From an optimization exercise on the open Yosys and OpenROAD flow, aimed at small area, a short achievable clock period and few clock cycles per item; shortcuts taken in it are not production practice. At most, simulation tests tie the RTL to the original design; equivalence was not proved. Only the layout flow was run in runs 2 to 4; the RTL was not checked for function there. Power figures rest on the tool's default switching activity, not on a simulated workload.

==> flow/design.v, too long to show whole: its modules and the start of the top module <==
// module control_fsm: 46 lines
// module processing_unit: 416 lines
// module max_pooling_layer_26x26: 10 lines
// module dense_rom: 1460 lines
// module dense_layer: 236 lines
// module cnn_top: 48 lines
module cnn_top(
    input clk,
    input reset,
    input start,
    output [9:0] img_addr,
    input  [7:0] img_pixel,
    output reg prediction,
    output reg done,
    output signed [31:0] score0,
    output signed [31:0] score1
);
  // ...
==> flow/flow/run.sh <==
#!/bin/bash
# The standard layout (standard.sh) with these make settings:
#  - timing repair aimed below the clock period: the resizer works on every
#    path with less than 11.7 ns of slack at the design's 16 ns clock;
#  - a clock tree without dummy loads: clkbuf_8 buffers, clusters of up to 18 sinks;
#  - half-adder cells added to the platform's don't-use list, so synthesis
#    extracts only full adders.
# Full tool output goes to standard.log (and ORFS's logs under orfs/logs).
bash standard.sh SETUP_SLACK_MARGIN=11.7 \
  "CTS_ARGS=-sink_clustering_enable -repair_clock_nets -dont_use_dummy_load -buf_list sky130_fd_sc_hd__clkbuf_8 -root_buf sky130_fd_sc_hd__clkbuf_16 -sink_clustering_size 18 -sink_clustering_max_diameter 60" \
  "DONT_USE_CELLS=sky130_fd_sc_hd__probe_p_8 sky130_fd_sc_hd__probec_p_8 sky130_fd_sc_hd__lpflow_bleeder_1 sky130_fd_sc_hd__lpflow_clkbufkapwr_1 sky130_fd_sc_hd__lpflow_clkbufkapwr_16 sky130_fd_sc_hd__lpflow_clkbufkapwr_2 sky130_fd_sc_hd__lpflow_clkbufkapwr_4 sky130_fd_sc_hd__lpflow_clkbufkapwr_8 sky130_fd_sc_hd__lpflow_clkinvkapwr_1 sky130_fd_sc_hd__lpflow_clkinvkapwr_16 sky130_fd_sc_hd__lpflow_clkinvkapwr_2 sky130_fd_sc_hd__lpflow_clkinvkapwr_4 sky130_fd_sc_hd__lpflow_clkinvkapwr_8 sky130_fd_sc_hd__lpflow_decapkapwr_12 sky130_fd_sc_hd__lpflow_decapkapwr_3 sky130_fd_sc_hd__lpflow_decapkapwr_4 sky130_fd_sc_hd__lpflow_decapkapwr_6 sky130_fd_sc_hd__lpflow_decapkapwr_8 sky130_fd_sc_hd__lpflow_inputiso0n_1 sky130_fd_sc_hd__lpflow_inputiso0p_1 sky130_fd_sc_hd__lpflow_inputiso1n_1 sky130_fd_sc_hd__lpflow_inputiso1p_1 sky130_fd_sc_hd__lpflow_inputisolatch_1 sky130_fd_sc_hd__lpflow_isobufsrc_1 sky130_fd_sc_hd__lpflow_isobufsrc_16 sky130_fd_sc_hd__lpflow_isobufsrc_2 sky130_fd_sc_hd__lpflow_isobufsrc_4 sky130_fd_sc_hd__lpflow_isobufsrc_8 sky130_fd_sc_hd__lpflow_isobufsrckapwr_16 sky130_fd_sc_hd__lpflow_lsbuf_lh_hl_isowell_tap_1 sky130_fd_sc_hd__lpflow_lsbuf_lh_hl_isowell_tap_2 sky130_fd_sc_hd__lpflow_lsbuf_lh_hl_isowell_tap_4 sky130_fd_sc_hd__lpflow_lsbuf_lh_isowell_4 sky130_fd_sc_hd__lpflow_lsbuf_lh_isowell_tap_1 sky130_fd_sc_hd__lpflow_lsbuf_lh_isowell_tap_2 sky130_fd_sc_hd__lpflow_lsbuf_lh_isowell_tap_4 sky130_fd_sc_hd__ha_1 sky130_fd_sc_hd__ha_2 sky130_fd_sc_hd__ha_4" \
  finish > standard.log 2>&1
==> flow/standard.sh <==
#!/bin/bash
# synth_recipe.tcl (not shown) runs the flow's synth.tcl, then flattens the netlist and writes it again
# the make line also repeats each setting of config.mk as NAME=value (left out here)
make -C /OpenROAD-flow-scripts/flow DESIGN_CONFIG=/design/flow/config.mk WORK_HOME=/design/flow/orfs CLKGATE_MAP_FILE= SYNTH_SCRIPT=/design/flow/synth_recipe.tcl "${@:-finish}"
==> flow/config.mk <==
export PLATFORM = sky130hd
export DESIGN_NAME = cnn_top
export DESIGN_NICKNAME = cnn_top
export VERILOG_FILES = /design/flow/design.v
export SDC_FILE = /design/flow/constraint.sdc
export NUM_CORES = 8
export LEC_CHECK = 0
export ABC_AREA = 1
export CAP_MARGIN = 20
export CORE_MARGIN = 2
export CORE_UTILIZATION = 30
export PLACE_DENSITY = 0.5
export SLEW_MARGIN = 20
export SYNTH_MEMORY_MAX_BITS = 65536
==> flow/constraint.sdc <==
create_clock -name core_clock -period 16.0 [get_ports {clk}]
set_input_delay 3.2000 -clock core_clock [delete_from_list [all_inputs] [get_ports {clk}]]
set_output_delay 3.2000 -clock core_clock [all_outputs]
set_load 0.01 [all_outputs]
==> impl_metrics.env, run 1 <==
export IMPL_wl_per_cell_um=23.07
export IMPL_synthSimpleGateAreaFrac_pct=17.42
export IMPL_clock_sinks=419
export IMPL_multi_input_area_mm2=0.01056
export IMPL_routed_via_density=4.891
export IMPL_io_buffers=86
export IMPL_sh_seq_area_pct=36.51
export IMPL_clkCellAreaFrac_pct=2.408
export IMPL_outcome="complete, no violations"
export IMPL_largest_register_ffs=224
export IMPL_crit_fanout=2
export IMPL_power_switching_w=0.001544
export IMPL_totalPowerFinal_w=0.003827
export IMPL_dpl_cell_area_mm2=0.02326
export IMPL_pg_comb_w=0.00185
export IMPL_post_route_util_pct=34.23
export IMPL_met3_usage_pct=4.384
export IMPL_p_seq_share_pct=36.5
export IMPL_die_w_um=270.8
export IMPL_async_flop_share_pct=5.728
export IMPL_reg2reg_depth=13
export IMPL_cp_end_kind="output pin"
export IMPL_cts_tree="done"
export IMPL_num_io_pins=87
export IMPL_regMostFlops="CONV.d"
export IMPL_rows=97
export IMPL_syn_to_final_growth_pct=12.65
Testbench counts, summed over its fixed seeds: cycles 32,832, items 36.
==> module dense_layer, before the edit <==
module dense_layer(
    input clk,
    input busy,
    input init,
    input load_q,
    input [1:0] band,
    input [3:0] m,
    input [2:0] ip,
    input [14:0] q,
    output signed [31:0] score0,
    output signed [31:0] score1
);
    reg signed [27:0] acc0, acc1;
    assign score0 = acc0;
    assign score1 = acc1;
    wire [15:0] wt;
    dense_rom ROM (.a({band, m, ip}), .w(wt));
    function [2:0] booth;
        input [2:0] b;
        case (b)
            3'b001, 3'b010: booth = 3'b010;
            3'b011:         booth = 3'b001;
            3'b100:         booth = 3'b101;
            3'b101, 3'b110: booth = 3'b110;
            default:        booth = 3'b000;
        endcase
    endfunction
    reg [5:0] wr0, wr1;       
    reg pv0, pv1;             
    reg [2:0] dig0, dig1;     
    reg [20:0] qs;            
    reg [3:0] cy0, cy1;
    always @(posedge clk) begin
        if (!busy) begin
            wr0 <= 6'd0; wr1 <= 6'd0; pv0 <= 1'b0; pv1 <= 1'b0;
            dig0 <= 3'd0; dig1 <= 3'd0;
        end else if (load_q) begin
            wr0 <= wt[7:2];  pv0 <= wt[1];  dig0 <= booth({wt[1:0], 1'b0});
            wr1 <= wt[15:10]; pv1 <= wt[9]; dig1 <= booth({wt[9:8], 1'b0});
        end else begin
            wr0 <= {2'b00, wr0[5:2]}; pv0 <= wr0[1]; dig0 <= booth({wr0[1:0], pv0});
            wr1 <= {2'b00, wr1[5:2]}; pv1 <= wr1[1]; dig1 <= booth({wr1[1:0], pv1});
        end
        qs <= load_q ? {6'd0, q} : {qs[18:0], 2'b00};
    end
    wire pp0_0 = ((dig0[1] & qs[0])) ^ dig0[2];
    wire pp0_1 = ((dig0[1] & qs[1]) | (dig0[0] & qs[0])) ^ dig0[2];
    wire pp0_2 = ((dig0[1] & qs[2]) | (dig0[0] & qs[1])) ^ dig0[2];
    wire pp0_3 = ((dig0[1] & qs[3]) | (dig0[0] & qs[2])) ^ dig0[2];
    wire pp0_4 = ((dig0[1] & qs[4]) | (dig0[0] & qs[3])) ^ dig0[2];
    wire pp0_5 = ((dig0[1] & qs[5]) | (dig0[0] & qs[4])) ^ dig0[2];
    wire pp0_6 = ((dig0[1] & qs[6]) | (dig0[0] & qs[5])) ^ dig0[2];
    wire pp0_7 = ((dig0[1] & qs[7]) | (dig0[0] & qs[6])) ^ dig0[2];
    wire pp0_8 = ((dig0[1] & qs[8]) | (dig0[0] & qs[7])) ^ dig0[2];
    wire pp0_9 = ((dig0[1] & qs[9]) | (dig0[0] & qs[8])) ^ dig0[2];
    wire pp0_10 = ((dig0[1] & qs[10]) | (dig0[0] & qs[9])) ^ dig0[2];
    wire pp0_11 = ((dig0[1] & qs[11]) | (dig0[0] & qs[10])) ^ dig0[2];
    wire pp0_12 = ((dig0[1] & qs[12]) | (dig0[0] & qs[11])) ^ dig0[2];
    wire pp0_13 = ((dig0[1] & qs[13]) | (dig0[0] & qs[12])) ^ dig0[2];
    wire pp0_14 = ((dig0[1] & qs[14]) | (dig0[0] & qs[13])) ^ dig0[2];
    wire pp0_15 = ((dig0[1] & qs[15]) | (dig0[0] & qs[14])) ^ dig0[2];
    wire pp0_16 = ((dig0[1] & qs[16]) | (dig0[0] & qs[15])) ^ dig0[2];
    wire pp0_17 = ((dig0[1] & qs[17]) | (dig0[0] & qs[16])) ^ dig0[2];
    wire pp0_18 = ((dig0[1] & qs[18]) | (dig0[0] & qs[17])) ^ dig0[2];
    wire pp0_19 = ((dig0[1] & qs[19]) | (dig0[0] & qs[18])) ^ dig0[2];
    wire pp0_20 = ((dig0[1] & qs[20]) | (dig0[0] & qs[19])) ^ dig0[2];
    wire pp0_21 = ((dig0[0] & qs[20])) ^ dig0[2];
    wire a0_0_s0 = acc0[0] ^ pp0_0 ^ dig0[2];
    wire a0_0_c0 = (acc0[0] & pp0_0) | (acc0[0] & dig0[2]) | (pp0_0 & dig0[2]);
    wire a0_0_s1 = acc0[1] ^ pp0_1 ^ a0_0_c0;
    wire a0_0_c1 = (acc0[1] & pp0_1) | (acc0[1] & a0_0_c0) | (pp0_1 & a0_0_c0);
    wire a0_0_s2 = acc0[2] ^ pp0_2 ^ a0_0_c1;
    wire a0_0_c2 = (acc0[2] & pp0_2) | (acc0[2] & a0_0_c1) | (pp0_2 & a0_0_c1);
    wire a0_0_s3 = acc0[3] ^ pp0_3 ^ a0_0_c2;
    wire a0_0_c3 = (acc0[3] & pp0_3) | (acc0[3] & a0_0_c2) | (pp0_3 & a0_0_c2);
    wire a0_0_s4 = acc0[4] ^ pp0_4 ^ a0_0_c3;
    wire a0_0_c4 = (acc0[4] & pp0_4) | (acc0[4] & a0_0_c3) | (pp0_4 & a0_0_c3);
    wire a0_0_s5 = acc0[5] ^ pp0_5 ^ a0_0_c4;
    wire a0_0_c5 = (acc0[5] & pp0_5) | (acc0[5] & a0_0_c4) | (pp0_5 & a0_0_c4);
    wire [5:0] sum0_0 = {a0_0_s5, a0_0_s4, a0_0_s3, a0_0_s2, a0_0_s1, a0_0_s0};
    wire co0_0 = a0_0_c5;
    wire a0_1_s0 = acc0[6] ^ pp0_6 ^ cy0[0];
    wire a0_1_c0 = (acc0[6] & pp0_6) | (acc0[6] & cy0[0]) | (pp0_6 & cy0[0]);
    wire a0_1_s1 = acc0[7] ^ pp0_7 ^ a0_1_c0;
    wire a0_1_c1 = (acc0[7] & pp0_7) | (acc0[7] & a0_1_c0) | (pp0_7 & a0_1_c0);
    wire a0_1_s2 = acc0[8] ^ pp0_8 ^ a0_1_c1;
    wire a0_1_c2 = (acc0[8] & pp0_8) | (acc0[8] & a0_1_c1) | (pp0_8 & a0_1_c1);
    wire a0_1_s3 = acc0[9] ^ pp0_9 ^ a0_1_c2;
    wire a0_1_c3 = (acc0[9] & pp0_9) | (acc0[9] & a0_1_c2) | (pp0_9 & a0_1_c2);
    wire a0_1_s4 = acc0[10] ^ pp0_10 ^ a0_1_c3;
    wire a0_1_c4 = (acc0[10] & pp0_10) | (acc0[10] & a0_1_c3) | (pp0_10 & a0_1_c3);
    wire a0_1_s5 = acc0[11] ^ pp0_11 ^ a0_1_c4;
    wire a0_1_c5 = (acc0[11] & pp0_11) | (acc0[11] & a0_1_c4) | (pp0_11 & a0_1_c4);
    wire [5:0] sum0_1 = {a0_1_s5, a0_1_s4, a0_1_s3, a0_1_s2, a0_1_s1, a0_1_s0};
    wire co0_1 = a0_1_c5;
    wire a0_2_s0 = acc0[12] ^ pp0_12 ^ cy0[1];
    wire a0_2_c0 = (acc0[12] & pp0_12) | (acc0[12] & cy0[1]) | (pp0_12 & cy0[1]);
    wire a0_2_s1 = acc0[13] ^ pp0_13 ^ a0_2_c0;
    wire a0_2_c1 = (acc0[13] & pp0_13) | (acc0[13] & a0_2_c0) | (pp0_13 & a0_2_c0);
    wire a0_2_s2 = acc0[14] ^ pp0_14 ^ a0_2_c1;
    wire a0_2_c2 = (acc0[14] & pp0_14) | (acc0[14] & a0_2_c1) | (pp0_14 & a0_2_c1);
    wire a0_2_s3 = acc0[15] ^ pp0_15 ^ a0_2_c2;
    wire a0_2_c3 = (acc0[15] & pp0_15) | (acc0[15] & a0_2_c2) | (pp0_15 & a0_2_c2);
    wire a0_2_s4 = acc0[16] ^ pp0_16 ^ a0_2_c3;
    wire a0_2_c4 = (acc0[16] & pp0_16) | (acc0[16] & a0_2_c3) | (pp0_16 & a0_2_c3);
    wire a0_2_s5 = acc0[17] ^ pp0_17 ^ a0_2_c4;
    wire a0_2_c5 = (acc0[17] & pp0_17) | (acc0[17] & a0_2_c4) | (pp0_17 & a0_2_c4);
    wire [5:0] sum0_2 = {a0_2_s5, a0_2_s4, a0_2_s3, a0_2_s2, a0_2_s1, a0_2_s0};
    wire co0_2 = a0_2_c5;
    wire a0_3_s0 = acc0[18] ^ pp0_18 ^ cy0[2];
    wire a0_3_c0 = (acc0[18] & pp0_18) | (acc0[18] & cy0[2]) | (pp0_18 & cy0[2]);
    wire a0_3_s1 = acc0[19] ^ pp0_19 ^ a0_3_c0;
    wire a0_3_c1 = (acc0[19] & pp0_19) | (acc0[19] & a0_3_c0) | (pp0_19 & a0_3_c0);
    wire a0_3_s2 = acc0[20] ^ pp0_20 ^ a0_3_c1;
    wire a0_3_c2 = (acc0[20] & pp0_20) | (acc0[20] & a0_3_c1) | (pp0_20 & a0_3_c1);
    wire a0_3_s3 = acc0[21] ^ pp0_21 ^ a0_3_c2;
    wire a0_3_c3 = (acc0[21] & pp0_21) | (acc0[21] & a0_3_c2) | (pp0_21 & a0_3_c2);
    wire a0_3_s4 = acc0[22] ^ dig0[2] ^ a0_3_c3;
    wire a0_3_c4 = (acc0[22] & dig0[2]) | (acc0[22] & a0_3_c3) | (dig0[2] & a0_3_c3);
    wire a0_3_s5 = acc0[23] ^ dig0[2] ^ a0_3_c4;
    wire a0_3_c5 = (acc0[23] & dig0[2]) | (acc0[23] & a0_3_c4) | (dig0[2] & a0_3_c4);
    wire [5:0] sum0_3 = {a0_3_s5, a0_3_s4, a0_3_s3, a0_3_s2, a0_3_s1, a0_3_s0};
    wire co0_3 = a0_3_c5;
    wire a0_4_s0 = acc0[24] ^ dig0[2] ^ cy0[3];
    wire a0_4_c0 = (acc0[24] & dig0[2]) | (acc0[24] & cy0[3]) | (dig0[2] & cy0[3]);
    wire a0_4_s1 = acc0[25] ^ dig0[2] ^ a0_4_c0;
    wire a0_4_c1 = (acc0[25] & dig0[2]) | (acc0[25] & a0_4_c0) | (dig0[2] & a0_4_c0);
    wire a0_4_s2 = acc0[26] ^ dig0[2] ^ a0_4_c1;
    wire a0_4_c2 = (acc0[26] & dig0[2]) | (acc0[26] & a0_4_c1) | (dig0[2] & a0_4_c1);
    wire a0_4_s3 = acc0[27] ^ dig0[2] ^ a0_4_c2;
    wire a0_4_c3 = (acc0[27] & dig0[2]) | (acc0[27] & a0_4_c2) | (dig0[2] & a0_4_c2);
    wire [3:0] sum0_4 = {a0_4_s3, a0_4_s2, a0_4_s1, a0_4_s0};
    wire pp1_0 = ((dig1[1] & qs[0])) ^ dig1[2];
    wire pp1_1 = ((dig1[1] & qs[1]) | (dig1[0] & qs[0])) ^ dig1[2];
    wire pp1_2 = ((dig1[1] & qs[2]) | (dig1[0] & qs[1])) ^ dig1[2];
    wire pp1_3 = ((dig1[1] & qs[3]) | (dig1[0] & qs[2])) ^ dig1[2];
    wire pp1_4 = ((dig1[1] & qs[4]) | (dig1[0] & qs[3])) ^ dig1[2];
    wire pp1_5 = ((dig1[1] & qs[5]) | (dig1[0] & qs[4])) ^ dig1[2];
    wire pp1_6 = ((dig1[1] & qs[6]) | (dig1[0] & qs[5])) ^ dig1[2];
    wire pp1_7 = ((dig1[1] & qs[7]) | (dig1[0] & qs[6])) ^ dig1[2];
    wire pp1_8 = ((dig1[1] & qs[8]) | (dig1[0] & qs[7])) ^ dig1[2];
    wire pp1_9 = ((dig1[1] & qs[9]) | (dig1[0] & qs[8])) ^ dig1[2];
    wire pp1_10 = ((dig1[1] & qs[10]) | (dig1[0] & qs[9])) ^ dig1[2];
    wire pp1_11 = ((dig1[1] & qs[11]) | (dig1[0] & qs[10])) ^ dig1[2];
    wire pp1_12 = ((dig1[1] & qs[12]) | (dig1[0] & qs[11])) ^ dig1[2];
    wire pp1_13 = ((dig1[1] & qs[13]) | (dig1[0] & qs[12])) ^ dig1[2];
    wire pp1_14 = ((dig1[1] & qs[14]) | (dig1[0] & qs[13])) ^ dig1[2];
    wire pp1_15 = ((dig1[1] & qs[15]) | (dig1[0] & qs[14])) ^ dig1[2];
    wire pp1_16 = ((dig1[1] & qs[16]) | (dig1[0] & qs[15])) ^ dig1[2];
    wire pp1_17 = ((dig1[1] & qs[17]) | (dig1[0] & qs[16])) ^ dig1[2];
    wire pp1_18 = ((dig1[1] & qs[18]) | (dig1[0] & qs[17])) ^ dig1[2];
    wire pp1_19 = ((dig1[1] & qs[19]) | (dig1[0] & qs[18])) ^ dig1[2];
    wire pp1_20 = ((dig1[1] & qs[20]) | (dig1[0] & qs[19])) ^ dig1[2];
    wire pp1_21 = ((dig1[0] & qs[20])) ^ dig1[2];
    wire a1_0_s0 = acc1[0] ^ pp1_0 ^ dig1[2];
    wire a1_0_c0 = (acc1[0] & pp1_0) | (acc1[0] & dig1[2]) | (pp1_0 & dig1[2]);
    wire a1_0_s1 = acc1[1] ^ pp1_1 ^ a1_0_c0;
    wire a1_0_c1 = (acc1[1] & pp1_1) | (acc1[1] & a1_0_c0) | (pp1_1 & a1_0_c0);
    wire a1_0_s2 = acc1[2] ^ pp1_2 ^ a1_0_c1;
    wire a1_0_c2 = (acc1[2] & pp1_2) | (acc1[2] & a1_0_c1) | (pp1_2 & a1_0_c1);
    wire a1_0_s3 = acc1[3] ^ pp1_3 ^ a1_0_c2;
    wire a1_0_c3 = (acc1[3] & pp1_3) | (acc1[3] & a1_0_c2) | (pp1_3 & a1_0_c2);
    wire a1_0_s4 = acc1[4] ^ pp1_4 ^ a1_0_c3;
    wire a1_0_c4 = (acc1[4] & pp1_4) | (acc1[4] & a1_0_c3) | (pp1_4 & a1_0_c3);
    wire a1_0_s5 = acc1[5] ^ pp1_5 ^ a1_0_c4;
    wire a1_0_c5 = (acc1[5] & pp1_5) | (acc1[5] & a1_0_c4) | (pp1_5 & a1_0_c4);
    wire [5:0] sum1_0 = {a1_0_s5, a1_0_s4, a1_0_s3, a1_0_s2, a1_0_s1, a1_0_s0};
    wire co1_0 = a1_0_c5;
    wire a1_1_s0 = acc1[6] ^ pp1_6 ^ cy1[0];
    wire a1_1_c0 = (acc1[6] & pp1_6) | (acc1[6] & cy1[0]) | (pp1_6 & cy1[0]);
    wire a1_1_s1 = acc1[7] ^ pp1_7 ^ a1_1_c0;
    wire a1_1_c1 = (acc1[7] & pp1_7) | (acc1[7] & a1_1_c0) | (pp1_7 & a1_1_c0);
    wire a1_1_s2 = acc1[8] ^ pp1_8 ^ a1_1_c1;
    wire a1_1_c2 = (acc1[8] & pp1_8) | (acc1[8] & a1_1_c1) | (pp1_8 & a1_1_c1);
    wire a1_1_s3 = acc1[9] ^ pp1_9 ^ a1_1_c2;
    wire a1_1_c3 = (acc1[9] & pp1_9) | (acc1[9] & a1_1_c2) | (pp1_9 & a1_1_c2);
    wire a1_1_s4 = acc1[10] ^ pp1_10 ^ a1_1_c3;
    wire a1_1_c4 = (acc1[10] & pp1_10) | (acc1[10] & a1_1_c3) | (pp1_10 & a1_1_c3);
    wire a1_1_s5 = acc1[11] ^ pp1_11 ^ a1_1_c4;
    wire a1_1_c5 = (acc1[11] & pp1_11) | (acc1[11] & a1_1_c4) | (pp1_11 & a1_1_c4);
    wire [5:0] sum1_1 = {a1_1_s5, a1_1_s4, a1_1_s3, a1_1_s2, a1_1_s1, a1_1_s0};
    wire co1_1 = a1_1_c5;
    wire a1_2_s0 = acc1[12] ^ pp1_12 ^ cy1[1];
    wire a1_2_c0 = (acc1[12] & pp1_12) | (acc1[12] & cy1[1]) | (pp1_12 & cy1[1]);
    wire a1_2_s1 = acc1[13] ^ pp1_13 ^ a1_2_c0;
    wire a1_2_c1 = (acc1[13] & pp1_13) | (acc1[13] & a1_2_c0) | (pp1_13 & a1_2_c0);
    wire a1_2_s2 = acc1[14] ^ pp1_14 ^ a1_2_c1;
    wire a1_2_c2 = (acc1[14] & pp1_14) | (acc1[14] & a1_2_c1) | (pp1_14 & a1_2_c1);
    wire a1_2_s3 = acc1[15] ^ pp1_15 ^ a1_2_c2;
    wire a1_2_c3 = (acc1[15] & pp1_15) | (acc1[15] & a1_2_c2) | (pp1_15 & a1_2_c2);
    wire a1_2_s4 = acc1[16] ^ pp1_16 ^ a1_2_c3;
    wire a1_2_c4 = (acc1[16] & pp1_16) | (acc1[16] & a1_2_c3) | (pp1_16 & a1_2_c3);
    wire a1_2_s5 = acc1[17] ^ pp1_17 ^ a1_2_c4;
    wire a1_2_c5 = (acc1[17] & pp1_17) | (acc1[17] & a1_2_c4) | (pp1_17 & a1_2_c4);
    wire [5:0] sum1_2 = {a1_2_s5, a1_2_s4, a1_2_s3, a1_2_s2, a1_2_s1, a1_2_s0};
    wire co1_2 = a1_2_c5;
    wire a1_3_s0 = acc1[18] ^ pp1_18 ^ cy1[2];
    wire a1_3_c0 = (acc1[18] & pp1_18) | (acc1[18] & cy1[2]) | (pp1_18 & cy1[2]);
    wire a1_3_s1 = acc1[19] ^ pp1_19 ^ a1_3_c0;
    wire a1_3_c1 = (acc1[19] & pp1_19) | (acc1[19] & a1_3_c0) | (pp1_19 & a1_3_c0);
    wire a1_3_s2 = acc1[20] ^ pp1_20 ^ a1_3_c1;
    wire a1_3_c2 = (acc1[20] & pp1_20) | (acc1[20] & a1_3_c1) | (pp1_20 & a1_3_c1);
    wire a1_3_s3 = acc1[21] ^ pp1_21 ^ a1_3_c2;
    wire a1_3_c3 = (acc1[21] & pp1_21) | (acc1[21] & a1_3_c2) | (pp1_21 & a1_3_c2);
    wire a1_3_s4 = acc1[22] ^ dig1[2] ^ a1_3_c3;
    wire a1_3_c4 = (acc1[22] & dig1[2]) | (acc1[22] & a1_3_c3) | (dig1[2] & a1_3_c3);
    wire a1_3_s5 = acc1[23] ^ dig1[2] ^ a1_3_c4;
    wire a1_3_c5 = (acc1[23] & dig1[2]) | (acc1[23] & a1_3_c4) | (dig1[2] & a1_3_c4);
    wire [5:0] sum1_3 = {a1_3_s5, a1_3_s4, a1_3_s3, a1_3_s2, a1_3_s1, a1_3_s0};
    wire co1_3 = a1_3_c5;
    wire a1_4_s0 = acc1[24] ^ dig1[2] ^ cy1[3];
    wire a1_4_c0 = (acc1[24] & dig1[2]) | (acc1[24] & cy1[3]) | (dig1[2] & cy1[3]);
    wire a1_4_s1 = acc1[25] ^ dig1[2] ^ a1_4_c0;
    wire a1_4_c1 = (acc1[25] & dig1[2]) | (acc1[25] & a1_4_c0) | (dig1[2] & a1_4_c0);
    wire a1_4_s2 = acc1[26] ^ dig1[2] ^ a1_4_c1;
    wire a1_4_c2 = (acc1[26] & dig1[2]) | (acc1[26] & a1_4_c1) | (dig1[2] & a1_4_c1);
    wire a1_4_s3 = acc1[27] ^ dig1[2] ^ a1_4_c2;
    wire a1_4_c3 = (acc1[27] & dig1[2]) | (acc1[27] & a1_4_c2) | (dig1[2] & a1_4_c2);
    wire [3:0] sum1_4 = {a1_4_s3, a1_4_s2, a1_4_s1, a1_4_s0};
    always @(posedge clk) begin
        if (init) begin
            acc0 <= 28'sd50;
            cy0 <= 4'd0;
        end else begin
            acc0 <= {sum0_4, sum0_3, sum0_2, sum0_1, sum0_0};
            cy0 <= {co0_3, co0_2, co0_1, co0_0};
        end
        if (init) begin
            acc1 <= 28'sd100;
            cy1 <= 4'd0;
        end else begin
            acc1 <= {sum1_4, sum1_3, sum1_2, sum1_1, sum1_0};
            cy1 <= {co1_3, co1_2, co1_1, co1_0};
        end
    end
endmodule
==> module cnn_top, before the edit <==
module cnn_top(
    input clk,
    input reset,
    input start,
    output [9:0] img_addr,
    input  [7:0] img_pixel,
    output reg prediction,
    output reg done,
    output signed [31:0] score0,
    output signed [31:0] score1
);
    wire busy, fin, e, ep, en;
    wire [15:0] conv;
    wire [1:0] band;
    wire [3:0] m;
    wire [3:0] i;
    wire [14:0] qmax;
    wire [1:0] g = {i[0], e};      
    reg init;
    control_fsm SEQ (
        .clk(clk), .reset(reset), .start(start), .busy(busy), .addr(img_addr),
        .band(band), .m(m), .i(i), .e(e), .ep(ep), .en(en), .fin(fin)
    );
    processing_unit CONV (
        .clk(clk), .short_band(band >= 2'd1), .ep(ep), .en(en),
        .pixel_in(img_pixel), .conv(conv)
    );
    max_pooling_layer_26x26 POOL (
        .clk(clk), .first(g == 2'd2), .conv(conv), .qmax(qmax)
    );
    dense_layer DENSE (
        .clk(clk), .busy(busy), .init(init), .load_q(g == 2'd2),
        .band(band), .m(m), .ip(i[3:1]), .q(qmax),
        .score0(score0), .score1(score1)
    );
    always @(posedge clk or posedge reset) begin
        if (reset) begin
            done <= 1'b0;
            init <= 1'b0;
        end else begin
            init <= start;
            if (start) done <= 1'b0;
            else if (fin) done <= 1'b1;
        end
    end
    always @(posedge clk)
        if (fin) prediction <= (score0 > score1) ? 1'b0 : 1'b1;
endmodule
==> run 2, diff against run 1 <==
--- a/flow/design.v
+++ b/flow/design.v
@@ -1945,5 +1945,6 @@
     input [14:0] q,
     output signed [31:0] score0,
-    output signed [31:0] score1
+    output signed [31:0] score1,
+    output gt                     
 );
     reg signed [27:0] acc0, acc1;
@@ -1967,4 +1968,5 @@
     reg [20:0] qs;            
     reg [3:0] cy0, cy1;
+    reg [3:0] bq;           
     always @(posedge clk) begin
         if (!busy) begin
@@ -2154,4 +2156,37 @@
     wire a1_4_c3 = (acc1[27] & dig1[2]) | (acc1[27] & a1_4_c2) | (dig1[2] & a1_4_c2);
     wire [3:0] sum1_4 = {a1_4_s3, a1_4_s2, a1_4_s1, a1_4_s0};
+    wire bw_0 = (~acc1[0] & acc0[0]) | (~acc1[0] & 1'b0) | (acc0[0] & 1'b0);
+    wire bw_1 = (~acc1[1] & acc0[1]) | (~acc1[1] & bw_0) | (acc0[1] & bw_0);
+    wire bw_2 = (~acc1[2] & acc0[2]) | (~acc1[2] & bw_1) | (acc0[2] & bw_1);
+    wire bw_3 = (~acc1[3] & acc0[3]) | (~acc1[3] & bw_2) | (acc0[3] & bw_2);
+    wire bw_4 = (~acc1[4] & acc0[4]) | (~acc1[4] & bw_3) | (acc0[4] & bw_3);
+    wire bw_5 = (~acc1[5] & acc0[5]) | (~acc1[5] & bw_4) | (acc0[5] & bw_4);
+    wire bo_0 = bw_5;
+    wire bw_6 = (~acc1[6] & acc0[6]) | (~acc1[6] & bq[0]) | (acc0[6] & bq[0]);
+    wire bw_7 = (~acc1[7] & acc0[7]) | (~acc1[7] & bw_6) | (acc0[7] & bw_6);
+    wire bw_8 = (~acc1[8] & acc0[8]) | (~acc1[8] & bw_7) | (acc0[8] & bw_7);
+    wire bw_9 = (~acc1[9] & acc0[9]) | (~acc1[9] & bw_8) | (acc0[9] & bw_8);
+    wire bw_10 = (~acc1[10] & acc0[10]) | (~acc1[10] & bw_9) | (acc0[10] & bw_9);
+    wire bw_11 = (~acc1[11] & acc0[11]) | (~acc1[11] & bw_10) | (acc0[11] & bw_10);
+    wire bo_1 = bw_11;
+    wire bw_12 = (~acc1[12] & acc0[12]) | (~acc1[12] & bq[1]) | (acc0[12] & bq[1]);
+    wire bw_13 = (~acc1[13] & acc0[13]) | (~acc1[13] & bw_12) | (acc0[13] & bw_12);
+    wire bw_14 = (~acc1[14] & acc0[14]) | (~acc1[14] & bw_13) | (acc0[14] & bw_13);
+    wire bw_15 = (~acc1[15] & acc0[15]) | (~acc1[15] & bw_14) | (acc0[15] & bw_14);
+    wire bw_16 = (~acc1[16] & acc0[16]) | (~acc1[16] & bw_15) | (acc0[16] & bw_15);
+    wire bw_17 = (~acc1[17] & acc0[17]) | (~acc1[17] & bw_16) | (acc0[17] & bw_16);
+    wire bo_2 = bw_17;
+    wire bw_18 = (~acc1[18] & acc0[18]) | (~acc1[18] & bq[2]) | (acc0[18] & bq[2]);
+    wire bw_19 = (~acc1[19] & acc0[19]) | (~acc1[19] & bw_18) | (acc0[19] & bw_18);
+    wire bw_20 = (~acc1[20] & acc0[20]) | (~acc1[20] & bw_19) | (acc0[20] & bw_19);
+    wire bw_21 = (~acc1[21] & acc0[21]) | (~acc1[21] & bw_20) | (acc0[21] & bw_20);
+    wire bw_22 = (~acc1[22] & acc0[22]) | (~acc1[22] & bw_21) | (acc0[22] & bw_21);
+    wire bw_23 = (~acc1[23] & acc0[23]) | (~acc1[23] & bw_22) | (acc0[23] & bw_22);
+    wire bo_3 = bw_23;
+    wire bw_24 = (~acc1[24] & acc0[24]) | (~acc1[24] & bq[3]) | (acc0[24] & bq[3]);
+    wire bw_25 = (~acc1[25] & acc0[25]) | (~acc1[25] & bw_24) | (acc0[25] & bw_24);
+    wire bw_26 = (~acc1[26] & acc0[26]) | (~acc1[26] & bw_25) | (acc0[26] & bw_25);
+    wire bw_27 = (acc1[27] & ~acc0[27]) | (acc1[27] & bw_26) | (~acc0[27] & bw_26);
+    assign gt = bw_27;
     always @(posedge clk) begin
         if (init) begin
@@ -2169,4 +2204,5 @@
             cy1 <= {co1_3, co1_2, co1_1, co1_0};
         end
+        bq <= {bo_3, bo_2, bo_1, bo_0};
     end
 endmodule
@@ -2183,5 +2219,5 @@
     output signed [31:0] score1
 );
-    wire busy, fin, e, ep, en;
+    wire busy, fin, e, ep, en, gt;
     wire [15:0] conv;
     wire [1:0] band;
@@ -2205,5 +2241,5 @@
         .clk(clk), .busy(busy), .init(init), .load_q(g == 2'd2),
         .band(band), .m(m), .ip(i[3:1]), .q(qmax),
-        .score0(score0), .score1(score1)
+        .score0(score0), .score1(score1), .gt(gt)
     );
     always @(posedge clk or posedge reset) begin
@@ -2218,4 +2254,4 @@
     end
     always @(posedge clk)
-        if (fin) prediction <= (score0 > score1) ? 1'b0 : 1'b1;
+        if (fin) prediction <= ~gt;
 endmodule
==> run 2 against run 1 <==
Compared with the run above:
- clock skew rose by 0.0031 ns
- die area fell by 1.2%
- synthesized cell count fell by 3.0%
- critical path type unchanged
- largest cell class unchanged
- largest power group unchanged
==> impl_metrics.env, run 2 <==
export IMPL_synth_cell_types=62
export IMPL_wl_per_cell_um=23.26
export IMPL_hpwl_mm=63.45
export IMPL_criticalPathCategory="reg2out"
export IMPL_dieArea_mm2=0.07246
export IMPL_timing_critical_path_from="SEQ.addr[8]"
export IMPL_dr_pass1_iters=5
export IMPL_outcome="complete, no violations"
export IMPL_yosysMostFrequentCell="inv_1"
export IMPL_finalWorstSetupSlack_ns=11.67
export IMPL_arrival_ns=1.13
export IMPL_antenna_found_initial=5
export IMPL_synth_ff_type="dfxtp_1"
export IMPL_core_mm2=0.06979
export IMPL_detail_route_antenna_nets=0
export IMPL_final_cells=3509
export IMPL_cpPeakStageDelay_ns=0.45
export IMPL_drtIter0Drc=1195
export IMPL_fin_tns_setup_ns=0
export IMPL_routed_wl_mm=81.64
export IMPL_rsz0062_at_grt="yes"
export IMPL_synth_area_leaders="dfxtp_1 (36%), fa_1 (18%), inv_1 (7.8%)"
export IMPL_antenna_cells=0
export IMPL_seq_area_frac_synth_pct=41.47
export IMPL_slew_viol_final=0
export IMPL_syn_num_nets=2622
export IMPL_cts_tree="done"
export IMPL_cp_slowest_cell="dfrtp_2"
export IMPL_max_vdd_ir_drop_v=0.0001256
export IMPL_tightest_slew_ns=0.9643
export IMPL_yosys_area_top_type="dfxtp_1"
export IMPL_ys_seq_elements=423
export IMPL_synth_common_cells="inv_1 (439), dfxtp_1 (383), nand2_1 (354)"
export IMPL_cp_cell_sequence="buf_6"
export IMPL_clock_sinks=423
export IMPL_hold_path_class="reg2reg"
export IMPL_root_buffer="clkbuf_16"
export IMPL_largest_register_ffs=224
export IMPL_critPathLaunchType="flip-flop"
export IMPL_reg_top3="CONV.d (224), DENSE.acc0 (28), DENSE.acc1 (28)"
export IMPL_relSlewSlack_pct=35.04
export IMPL_num_io_pins=87
export IMPL_async_flop_share_pct=5.674
export IMPL_syn_area_mm2=0.02110
export IMPL_io_buffers=86
export IMPL_pre_cts_slack_ns=11.35
export IMPL_synth_top_area_share_pct=36.34
export IMPL_final_cell_mix="inv_1 (438), nand2_1 (354), dfxtp_1 (324), nor2_1 (299), fa_1 (186)"
export IMPL_hold_start="CONV.d[20][1]"
export IMPL_grt_usage_pct=22.56
export IMPL_die_h_um=269.2
export IMPL_reg2reg_depth=12
export IMPL_r2r_start="SEQ.ep"
export IMPL_worstPathRequired_ns=12.80
export IMPL_cts_path_max_buffers=3
export IMPL_path_depth=1
export IMPL_totalPowerFinal_w=0.003827
export IMPL_cp_end_kind="output pin"
export IMPL_synth_edf_count=16
export IMPL_cts_made_buffers=40
export IMPL_fmaxAchievable_mhz=231.0
export IMPL_yosysWarnings=6
export IMPL_nets=2768
export IMPL_final_common_cell="inv_1"
export IMPL_p_leak_nw=11.00
export IMPL_rows=97
export IMPL_syn_to_final_growth_pct=13.30
export IMPL_gp_congestion=0.9882
export IMPL_fin_crit_sh_pct=27.05
export IMPL_syn_avg_cell_area_um2=8.700
export IMPL_grt_max_degree=61
export IMPL_clkLatencyLatePin_ns=0.57
export IMPL_start_util_pct=30.23
export IMPL_vias=16980
export IMPL_cts_hold_buf=0
export IMPL_regMostFlops="CONV.d"
export IMPL_grt_pass1_vias=17640
export IMPL_crit_buf_inv=1
export IMPL_htreeDepth=2
export IMPL_grt_overflow=0
export IMPL_clock_skew_ns=0.06447
export IMPL_holdPathStages=0
export IMPL_p_per_area_mw_per_mm2=160.1
export IMPL_drive_above_1_share_pct=12.96
export IMPL_post_route_drc_count=0
export IMPL_hold_violations=0
export IMPL_finalSetupViolCount=0
export IMPL_grt_first_pass_wirelength_mm=120.0
export IMPL_routed_via_density=4.838
export IMPL_die_w_um=269.2
export IMPL_min_period_ns=4.329
export IMPL_place_inst=3413
export IMPL_crit_fanout=2
export IMPL_cap_violations=0
export IMPL_clkTransAtPathRegs_ns=0.10
export IMPL_fillers=7382
export IMPL_syn_inst=2425
export IMPL_critPathTopFamily="flip-flops"
## run 2: changes by cell type in the layout (fill, tap and decap cells not counted), moves of 5 or more
cell / before / now
nor3_1: 28 / 20
nand3b_1: 8 / 3
buf_2: 61 / 56
o221ai_1: 7 / 15
inv_1: 466 / 438
inv_2: 13 / 20
a21oi_1: 68 / 87
buf_6: 9 / 16
nor2_1: 307 / 299
nand2_1: 382 / 354
dfxtp_2: 55 / 45
a31oi_1: 22 / 14
dfxtp_1: 313 / 324
## run 2: area by class of cell
type	count	area, µm²	area share [%]
clock buffers	40	606.8	2.539
inverters	460	1727	7.224
multi-input cells	1476	10310	43.12
flip-flops and latches	423	8865	37.09
well taps	940	1176	4.920
repair buffers	170	1221	5.109
## run 2: what timing repair did
action | CTS | global route
gates cloned | 0 | 0
endpoints found under the setup margin | 76 | 19
resized for setup | 396 | 12
buffers inserted | 52 | 4
pin swaps | 0 | 0
## run 2: layer usage
metal	share of wire, %	track usage (%)	wire length, µm	up-vias
met5	0.044	0	36	-
met4	4.0	8.203	3246	6
met3	6.3	4.194	5110	162
met2	44	35.61	36170	587
met1	45	30.78	37070	8360
li1	-	-	-	7863
## run 2: kinds of logic after synthesis
| logic type | share of synthesized area [%] |
|---|---|
| AOI/OAI and AO/OA | 10.42 |
| xor gates and xnor gates | 3.819 |
| adders and majority gates | 17.79 |
| buffers and inverters | 9.756 |
| DFF | 41.47 |
| muxes | 0.3440 |
| and+or+nand+nor | 16.40 |
## run 2: where the power goes
part,switching [W],internal [W],leakage [nW],total (W)
sequential,0.000102,0.00131,3.69,0.00141
clock,0.000353,0.000253,0.313,0.000605
combinational,0.00106,0.000746,7.00,0.00181
## run 2: final timing paths
kind	to	slack, ns
min in group asynchronous	SEQ.addr[3]	3.05
worst min-delay path	CONV.d[21][1]	0.29
worst min register to register	CONV.d[21][1]	0.29
max in group asynchronous	done	12.48
worst max register to register	CONV.pc[8]	11.91
worst max-delay path	img_addr[8]	11.67
## run 2: stage by stage
stage                     utilization (%)  hold slack (ns)  instance area (µm²)
after detailed placement            33.00           0.3121                23030
after CTS                           34.14           0.2894                23830
after global placement              33.00           0.3103                23030
final                               34.25           0.2861                23900
after global routing                34.25           0.2901                23900
after floorplan                         -           0.3096                21100
==> run 3, diff against run 2 <==
--- a/flow/config.mk
+++ b/flow/config.mk
@@ -9,6 +9,6 @@
 export CAP_MARGIN = 20
 export CORE_MARGIN = 2
-export CORE_UTILIZATION = 30
-export PLACE_DENSITY = 0.5
+export CORE_UTILIZATION = 50
+export PLACE_DENSITY = 0.65
 export SLEW_MARGIN = 20
 export SYNTH_MEMORY_MAX_BITS = 65536
==> run 3 against run 2 <==
Compared with the run above:
- combinational power rose by 4%
- final cell count decreased by 12%
- critical path type unchanged
- count of clock-buffer cells in the layout decreased by 9
- register-to-register slack lost 0.07 ns
- still clean on timing, DRC and antenna
- largest cell class unchanged
- global-route usage grew 13 points
- sequential power barely moved
- via count rose by 4.4%
- sequential cell count unchanged
- synthesized cell count unchanged
==> impl_metrics.env, run 3 <==
export IMPL_routed_via_density=5.719
export IMPL_synth_top_area_share_pct=36.34
export IMPL_reg2reg_depth=9
export IMPL_synth_ff_type="dfxtp_1"
export IMPL_worstPathRequired_ns=12.80
export IMPL_drive_above_1_share_pct=12.39
export IMPL_largest_register_ffs=224
export IMPL_cp_endpoint="img_addr[9]"
export IMPL_cpPeakStageDelay_ns=0.42
export IMPL_cap_violations=0
export IMPL_fin_tns_setup_ns=0
export IMPL_clkLatencyLatePin_ns=0.57
export IMPL_rows=75
export IMPL_grt_first_pass_wirelength_mm=113.8
export IMPL_ys_seq_elements=423
export IMPL_cp_slowest_cell="dfrtp_1"
export IMPL_synth_area_leaders="dfxtp_1 (36%), fa_1 (18%), inv_1 (7.8%)"
export IMPL_cts_tree="done"
export IMPL_crit_buf_inv=1
export IMPL_critPathTopFamily="flip-flops"
export IMPL_dieArea_mm2=0.04385
export IMPL_cts_made_buffers=31
export IMPL_tightest_slew_ns=1.061
export IMPL_nets=2758
export IMPL_grt_overflow=0
export IMPL_htreeDepth=1
export IMPL_core_mm2=0.04176
export IMPL_hpwl_mm=59.62
export IMPL_final_cell_mix="inv_1 (438), nand2_1 (354), dfxtp_1 (326), nor2_1 (298), fa_1 (186)"
export IMPL_path_depth=1
export IMPL_finalSetupViolCount=0
export IMPL_criticalPathCategory="reg2out"
export IMPL_totalPowerFinal_w=0.003814
export IMPL_synth_compound_area_share_pct=10.42
export IMPL_wl_per_cell_um=24.71
export IMPL_p_per_area_mw_per_mm2=164.1
export IMPL_regToRegSetupSlack_ns=11.84
export IMPL_synth_common_cells="inv_1 (439), dfxtp_1 (383), nand2_1 (354)"
export IMPL_clkTransAtPathRegs_ns=0.11
export IMPL_hold_violations=0
export IMPL_syn_to_final_growth_pct=10.20
export IMPL_seq_area_frac_synth_pct=41.47
export IMPL_hold_start="CONV.d[24][1]"
export IMPL_synth_top_family_by_area="adder cells"
export IMPL_clock_skew_ns=0.06539
export IMPL_yosysMostFrequentCell="inv_1"
export IMPL_io_buffers=86
export IMPL_p_leak_nw=10.92
export IMPL_start_util_pct=50.52
export IMPL_muxShareOfSynthArea_pct=0.3440
export IMPL_syn_avg_cell_area_um2=8.700
export IMPL_grt_pass1_vias=17980
export IMPL_synth_edf_count=16
export IMPL_detail_route_antenna_nets=0
export IMPL_dr_pass1_iters=6
export IMPL_final_common_cell="inv_1"
export IMPL_max_vdd_ir_drop_v=0.0001729
export IMPL_synthSimpleGateAreaFrac_pct=16.40
export IMPL_grt_max_degree=61
export IMPL_die_h_um=209.4
export IMPL_async_flop_share_pct=5.674
export IMPL_fin_crit_sh_pct=27.14
export IMPL_rsz0062_at_grt="yes"
export IMPL_timing_critical_path_from="SEQ.addr[9]"
export IMPL_r2r_start="DENSE.dig0[2]"
export IMPL_cp_cell_sequence="buf_2"
export IMPL_num_io_pins=87
export IMPL_cp_end_kind="output pin"
export IMPL_synth_cell_types=62
export IMPL_grt_usage_pct=35.27
export IMPL_synth_adder_area_share_pct=17.79
export IMPL_antenna_found_initial=2
export IMPL_routed_wl_mm=76.55
export IMPL_yosysWarnings=6
export IMPL_antenna_cells=0
export IMPL_clock_sinks=423
export IMPL_min_period_ns=4.342
export IMPL_die_w_um=209.4
export IMPL_fmaxAchievable_mhz=230.3
export IMPL_syn_area_mm2=0.02110
export IMPL_drtIter0Drc=2010
export IMPL_r2r_end="DENSE.acc0[5]"
export IMPL_crit_fanout=2
export IMPL_regMostFlops="CONV.d"
export IMPL_slew_viol_final=0
export IMPL_critPathLaunchType="flip-flop"
export IMPL_yosys_area_share_xor_xnor_pct=3.819
export IMPL_hold_path_class="reg2reg"
export IMPL_post_route_drc_count=0
export IMPL_gp_congestion=1.130
export IMPL_cts_path_max_buffers=3
export IMPL_syn_num_nets=2622
export IMPL_arrival_ns=1.14
export IMPL_yosys_area_top_type="dfxtp_1"
export IMPL_root_buffer="clkbuf_16"
export IMPL_reg_top3="CONV.d (224), DENSE.acc0 (28), DENSE.acc1 (28)"
export IMPL_vias=17720
export IMPL_outcome="complete, no violations"
export IMPL_syn_inst=2425
export IMPL_relSlewSlack_pct=28.53
-- run 3: cell counts after synthesis --
No cell type changed its count.
-- run 3: logic make-up (layout without fill, tap and decap cells) --
family | after synthesis | after routing
and+or+nand+nor | 824 | 824
xor gates and xnor gates | 92 | 92
adders and majority gates | 189 | 189
muxes | 7 | 7
AOI/OAI and AO/OA | 364 | 364
DFF | 423 | 423
buffers and inverters | 526 | 660
-- run 3: cell type report --
class                   count  area [µm²]
clock buffers              31       460.4
fillers                  3601       18510
inverters                 460        1727
repair buffers            169        1225
flip-flops and latches    423        8852
well taps                 539       674.4
multi-input cells        1476       10310
-- run 3: stage by stage --
stage	setup WS (ns)	area, µm²	utilization [%]	hold WS (ns)	cells
final	11.66	23250	55.67	0.2744	3098
after floorplan	12.12	21100	-	0.3096	2425
after global placement	11.57	22450	53.75	0.3103	3002
after CTS	11.66	23120	55.36	0.2871	3091
after detailed placement	11.48	22450	53.76	0.3121	3002
after global routing	11.62	23250	55.67	0.2887	3098
-- run 3: power breakdown --
group          leakage (nW)  total, W  internal [W]  switching, W
clock network         0.238  0.000515      0.000191      0.000324
logic                  6.99   0.00188      0.000768       0.00111
registers              3.69   0.00142       0.00131      0.000109
-- run 3: layer usage --
metal	vias to the layer above	track usage [%]	wire [µm]
li1	7837	-	-
met1	8686	46.31	31090
met2	934	57.25	35100
met3	259	6.240	6140
met4	2	16.13	4204
met5	-	0	12
-- run 3: repair_timing --
action / in CTS / in global routing
buffers inserted: 58 / 7
setup endpoints to repair: 76 / 27
hold buffers: 0 / 0
resized for setup: 385 / 19
pin swaps: 0 / 0
-- run 3: worst min-delay path by stage --
stage / to / slack, ns / cells after the start
6_report: CONV.d[25][1] / 0.27 / 0
5_1_grt: CONV.d[25][1] / 0.29 / 0
4_1_cts: CONV.d[25][1] / 0.29 / 0
3_5_place_dp: CONV.d[21][5] / 0.31 / 0
3_3_place_gp: CONV.d[2][0] / 0.31 / 0
2_1_floorplan: CONV.d[10][0] / 0.31 / 0
==> run 4, diff against run 3 <==
==> flow/flow/run.sh (replaced) <==
#!/bin/bash
# The standard layout (standard.sh) with these make settings:
#  - timing repair aimed below the clock period: the resizer works on every
#    path with less than 11.7 ns of slack at the design's 16 ns clock;
#  - a clock tree without dummy loads: clkbuf_8 buffers, clusters of up to 12 sinks;
#  - half-adder cells added to the platform's don't-use list, so synthesis
#    extracts only full adders.
# Full tool output goes to standard.log (and ORFS's logs under orfs/logs).
bash standard.sh SETUP_SLACK_MARGIN=11.7 \
  "CTS_ARGS=-sink_clustering_enable -repair_clock_nets -dont_use_dummy_load -buf_list sky130_fd_sc_hd__clkbuf_8 -root_buf sky130_fd_sc_hd__clkbuf_16 -sink_clustering_size 12 -sink_clustering_max_diameter 40" \
  "DONT_USE_CELLS=sky130_fd_sc_hd__probe_p_8 sky130_fd_sc_hd__probec_p_8 sky130_fd_sc_hd__lpflow_bleeder_1 sky130_fd_sc_hd__lpflow_clkbufkapwr_1 sky130_fd_sc_hd__lpflow_clkbufkapwr_16 sky130_fd_sc_hd__lpflow_clkbufkapwr_2 sky130_fd_sc_hd__lpflow_clkbufkapwr_4 sky130_fd_sc_hd__lpflow_clkbufkapwr_8 sky130_fd_sc_hd__lpflow_clkinvkapwr_1 sky130_fd_sc_hd__lpflow_clkinvkapwr_16 sky130_fd_sc_hd__lpflow_clkinvkapwr_2 sky130_fd_sc_hd__lpflow_clkinvkapwr_4 sky130_fd_sc_hd__lpflow_clkinvkapwr_8 sky130_fd_sc_hd__lpflow_decapkapwr_12 sky130_fd_sc_hd__lpflow_decapkapwr_3 sky130_fd_sc_hd__lpflow_decapkapwr_4 sky130_fd_sc_hd__lpflow_decapkapwr_6 sky130_fd_sc_hd__lpflow_decapkapwr_8 sky130_fd_sc_hd__lpflow_inputiso0n_1 sky130_fd_sc_hd__lpflow_inputiso0p_1 sky130_fd_sc_hd__lpflow_inputiso1n_1 sky130_fd_sc_hd__lpflow_inputiso1p_1 sky130_fd_sc_hd__lpflow_inputisolatch_1 sky130_fd_sc_hd__lpflow_isobufsrc_1 sky130_fd_sc_hd__lpflow_isobufsrc_16 sky130_fd_sc_hd__lpflow_isobufsrc_2 sky130_fd_sc_hd__lpflow_isobufsrc_4 sky130_fd_sc_hd__lpflow_isobufsrc_8 sky130_fd_sc_hd__lpflow_isobufsrckapwr_16 sky130_fd_sc_hd__lpflow_lsbuf_lh_hl_isowell_tap_1 sky130_fd_sc_hd__lpflow_lsbuf_lh_hl_isowell_tap_2 sky130_fd_sc_hd__lpflow_lsbuf_lh_hl_isowell_tap_4 sky130_fd_sc_hd__lpflow_lsbuf_lh_isowell_4 sky130_fd_sc_hd__lpflow_lsbuf_lh_isowell_tap_1 sky130_fd_sc_hd__lpflow_lsbuf_lh_isowell_tap_2 sky130_fd_sc_hd__lpflow_lsbuf_lh_isowell_tap_4 sky130_fd_sc_hd__ha_1 sky130_fd_sc_hd__ha_2 sky130_fd_sc_hd__ha_4" \
  finish > standard.log 2>&1
--- a/flow/config.mk
+++ b/flow/config.mk
@@ -9,6 +9,6 @@
 export CAP_MARGIN = 20
 export CORE_MARGIN = 2
-export CORE_UTILIZATION = 50
-export PLACE_DENSITY = 0.65
+export CORE_UTILIZATION = 30
+export PLACE_DENSITY = 0.5
 export SLEW_MARGIN = 20
 export SYNTH_MEMORY_MAX_BITS = 65536
==> run 4 against run 3 <==
Compared with the run above:
- final cell count up 13%
- count of clock-buffer cells in the layout is 42 higher
- largest power group unchanged
- still clean
- register-to-register slack better by 0.06 ns
- critical path type unchanged
- first-iteration DRC count fell by 39%
- cell area increased by 3.9%
- clock skew is 0.0092 ns higher
- sequential power hardly changed
- die area grew 65%
- setup slack better by 0.027 ns
- fmax increased by 0.64%
- critical path depth is the same
==> impl_metrics.env, run 4 <==
export IMPL_outcome="complete, no violations"
export IMPL_final_cell_mix="inv_1 (438), nand2_1 (354), dfxtp_1 (328), nor2_1 (298), fa_1 (186)"
export IMPL_drive_above_1_share_pct=13.05
export IMPL_syn_area_mm2=0.02110
export IMPL_grt_overflow=0
export IMPL_p_per_area_mw_per_mm2=166.5
export IMPL_core_mm2=0.06979
export IMPL_fin_crit_sh_pct=26.97
export IMPL_fmaxAchievable_mhz=231.7
export IMPL_regArea_mm2=0.008855
export IMPL_max_vdd_ir_drop_v=0.0001234
export IMPL_final_common_cell="inv_1"
export IMPL_cts_made_buffers=73
export IMPL_cp_end_kind="output pin"
export IMPL_crit_fanout=2
export IMPL_p_leak_nw=11.11
export IMPL_crit_buf_inv=1
export IMPL_seq_area_frac_synth_pct=41.47
export IMPL_synth_area_leaders="dfxtp_1 (36%), fa_1 (18%), inv_1 (7.8%)"
export IMPL_criticalPathCategory="reg2out"
export IMPL_worstPathRequired_ns=12.80
export IMPL_arrival_ns=1.12
export IMPL_cts_hold_buf=0
export IMPL_async_flop_share_pct=5.674
export IMPL_fillers=7368
export IMPL_reg_top3="CONV.d (224), DENSE.acc0 (28), DENSE.acc1 (28)"
export IMPL_synth_common_cells="inv_1 (439), dfxtp_1 (383), nand2_1 (354)"
export IMPL_drtIter0Drc=1236
export IMPL_cp_cell_sequence="buf_6"
export IMPL_htreeDepth=3
export IMPL_synth_edf_count=16
export IMPL_grt_pass1_vias=17780
export IMPL_rows=97
export IMPL_die_w_um=269.2
export IMPL_root_buffer="clkbuf_16"
export IMPL_gp_congestion=0.9882
export IMPL_routed_wl_mm=81.67
export IMPL_largest_register_ffs=224
export IMPL_tightest_slew_ns=0.9538
export IMPL_syn_inst=2425
export IMPL_min_period_ns=4.315
export IMPL_critPathLaunchType="flip-flop"
export IMPL_antenna_found_initial=4
export IMPL_ys_seq_elements=423
export IMPL_cts_path_max_buffers=3
export IMPL_synth_top_area_share_pct=36.34
export IMPL_clock_sinks=423
export IMPL_grt_usage_pct=22.65
export IMPL_syn_num_nets=2622
export IMPL_syn_to_final_growth_pct=14.54
export IMPL_syn_avg_cell_area_um2=8.700
export IMPL_vias=17050
export IMPL_rsz0062_at_grt="yes"
export IMPL_start_util_pct=30.23
export IMPL_dr_pass1_iters=7
export IMPL_hpwl_mm=63.45
export IMPL_cpPeakStageDelay_ns=0.45
export IMPL_slew_viol_final=0
export IMPL_io_buffers=86
export IMPL_post_route_drc_count=0
export IMPL_fin_tns_setup_ns=0
export IMPL_nets=2774
export IMPL_clkTransAtPathRegs_ns=0.07
export IMPL_synth_cell_types=62
export IMPL_relSlewSlack_pct=35.74
export IMPL_routed_via_density=4.851
export IMPL_clock_skew_ns=0.07461
export IMPL_num_io_pins=87
export IMPL_critPathTopFamily="flip-flops"
export IMPL_post_route_util_pct=34.63
export IMPL_detail_route_antenna_nets=0
export IMPL_grt_first_pass_wirelength_mm=120.1
export IMPL_clkLatencyLatePin_ns=0.59
export IMPL_yosysWarnings=6
export IMPL_antenna_cells=0
export IMPL_grt_max_degree=61
export IMPL_yosysMostFrequentCell="inv_1"
export IMPL_die_h_um=269.2
export IMPL_hold_path_class="reg2reg"
export IMPL_hold_violations=0
export IMPL_finalSetupViolCount=0
export IMPL_dieArea_mm2=0.07246
export IMPL_synth_ff_type="dfxtp_1"
export IMPL_multi_input_area_mm2=0.01031
export IMPL_cap_violations=0
export IMPL_cts_tree="done"
export IMPL_cp_slowest_cell="dfrtp_2"
export IMPL_wl_per_cell_um=23.23
export IMPL_yosys_area_top_type="dfxtp_1"
export IMPL_regMostFlops="CONV.d"
-- run 4: cell type report --
class | instances | area share [%]
Inverter | 460 | 7.145
Timing Repair Buffer | 143 | 4.101
Sequential cell | 423 | 36.64
Tap cell | 940 | 4.867
Clock buffer | 73 | 4.577
Multi-Input combinational cell | 1476 | 42.67
-- run 4: report_power, final --
group	total [W]	switching [W]	internal, W
Combinational	0.00176	0.00104	0.000717
Clock	0.000837	0.000387	0.000450
Sequential	0.00142	0.000110	0.00131
Total	0.00402	0.00154	0.00248
-- run 4: metal layers --
layer / global-route usage (%) / wire length (µm) / share of wire, %
met1: 30.64 / 37410 / 46
met2: 35.66 / 36230 / 44
met3: 4.390 / 4648 / 5.7
met4: 8.865 / 3350 / 4.1
met5: 0 / 24 / 0.029
-- run 4: worst paths after layout --
check	from	to	slack, ns	cells after the start
worst max-delay path	done	done	11.69	1
worst min-delay path	CONV.d[18][6]	CONV.d[19][6]	0.28	0
worst max register to register	SEQ.ep	CONV.pc[8]	11.90	12
worst min register to register	CONV.d[18][6]	CONV.d[19][6]	0.28	0
min in group asynchronous	reset	SEQ.i[3]	3.07	2
max in group asynchronous	reset	init	12.49	2
-- run 4: metrics by stage --
step	cell area [µm²]	worst slack [ns]	std cells	total power [W]	hold slack [ns]
2_1_floorplan	21100	12.12	2425	0.002747	0.3096
3_3_place_gp	23030	11.43	3413	0.003199	0.3103
3_5_place_dp	23030	11.35	3413	0.003237	0.3121
4_1_cts	24120	11.62	3513	0.004090	0.2700
5_1_grt	24160	11.64	3515	0.004440	0.2836
6_report	24160	11.69	3515	0.004023	0.2805
-- run 4: timing repair --
| action | CTS | global route |
|---|---|---|
| gates resized for setup | 389 | 11 |
| setup endpoints to repair | 76 | 15 |
| cloned | 0 | 0 |
| setup buffers | 27 | 2 |
-- run 4: cell families after synthesis --
| logic type | synth area share (%) |
|---|---|
| flip-flops | 41.47 |
| buffers and inverters | 9.756 |
| AND/OR/NAND/NOR | 16.40 |
| adder cells (fa/ha/maj) | 17.79 |
| XOR/XNOR | 3.819 |
| multiplexers | 0.3440 |
| AO/OA/AOI/OAI | 10.42 |

port drivers added, routing unchanged:
Ports are ideal in the flow. The routed layouts listed here were re-timed in OpenROAD. Step 1, drivers: a clkbuf_16 drives clk and a buf_2 each remaining input, both assumed. Step 2 moves the port delays by t, midway between the first and last clock arrival at a register: inputs arrive t later, outputs are due t later. That takes back most of the time a late clock gives input paths. Slacks: no drivers / after step 1 / after step 2; pairs: no drivers / after step 1.
| run | t, ns | setup slack, ns | hold WS [ns] |
|---|---|---|---|
| run 1 | 0.567 | 11.716 / 11.656 / 11.758 | 0.266 / 0.266 / 0.266 |
| run 2 | 0.599 | 11.672 / 11.610 / 11.611 | 0.286 / 0.286 / 0.286 |
| run 3 | 0.599 | 11.658 / 11.601 / 11.753 | 0.274 / 0.274 / 0.274 |
| run 4 | 0.599 | 11.685 / 11.625 / 11.585 | 0.281 / 0.281 / 0.281 |
After both steps setup and hold are still met in every run listed. The setup slack of run 4, which loses most, moves by -0.060 ns with the drivers and by -0.100 ns with both steps.
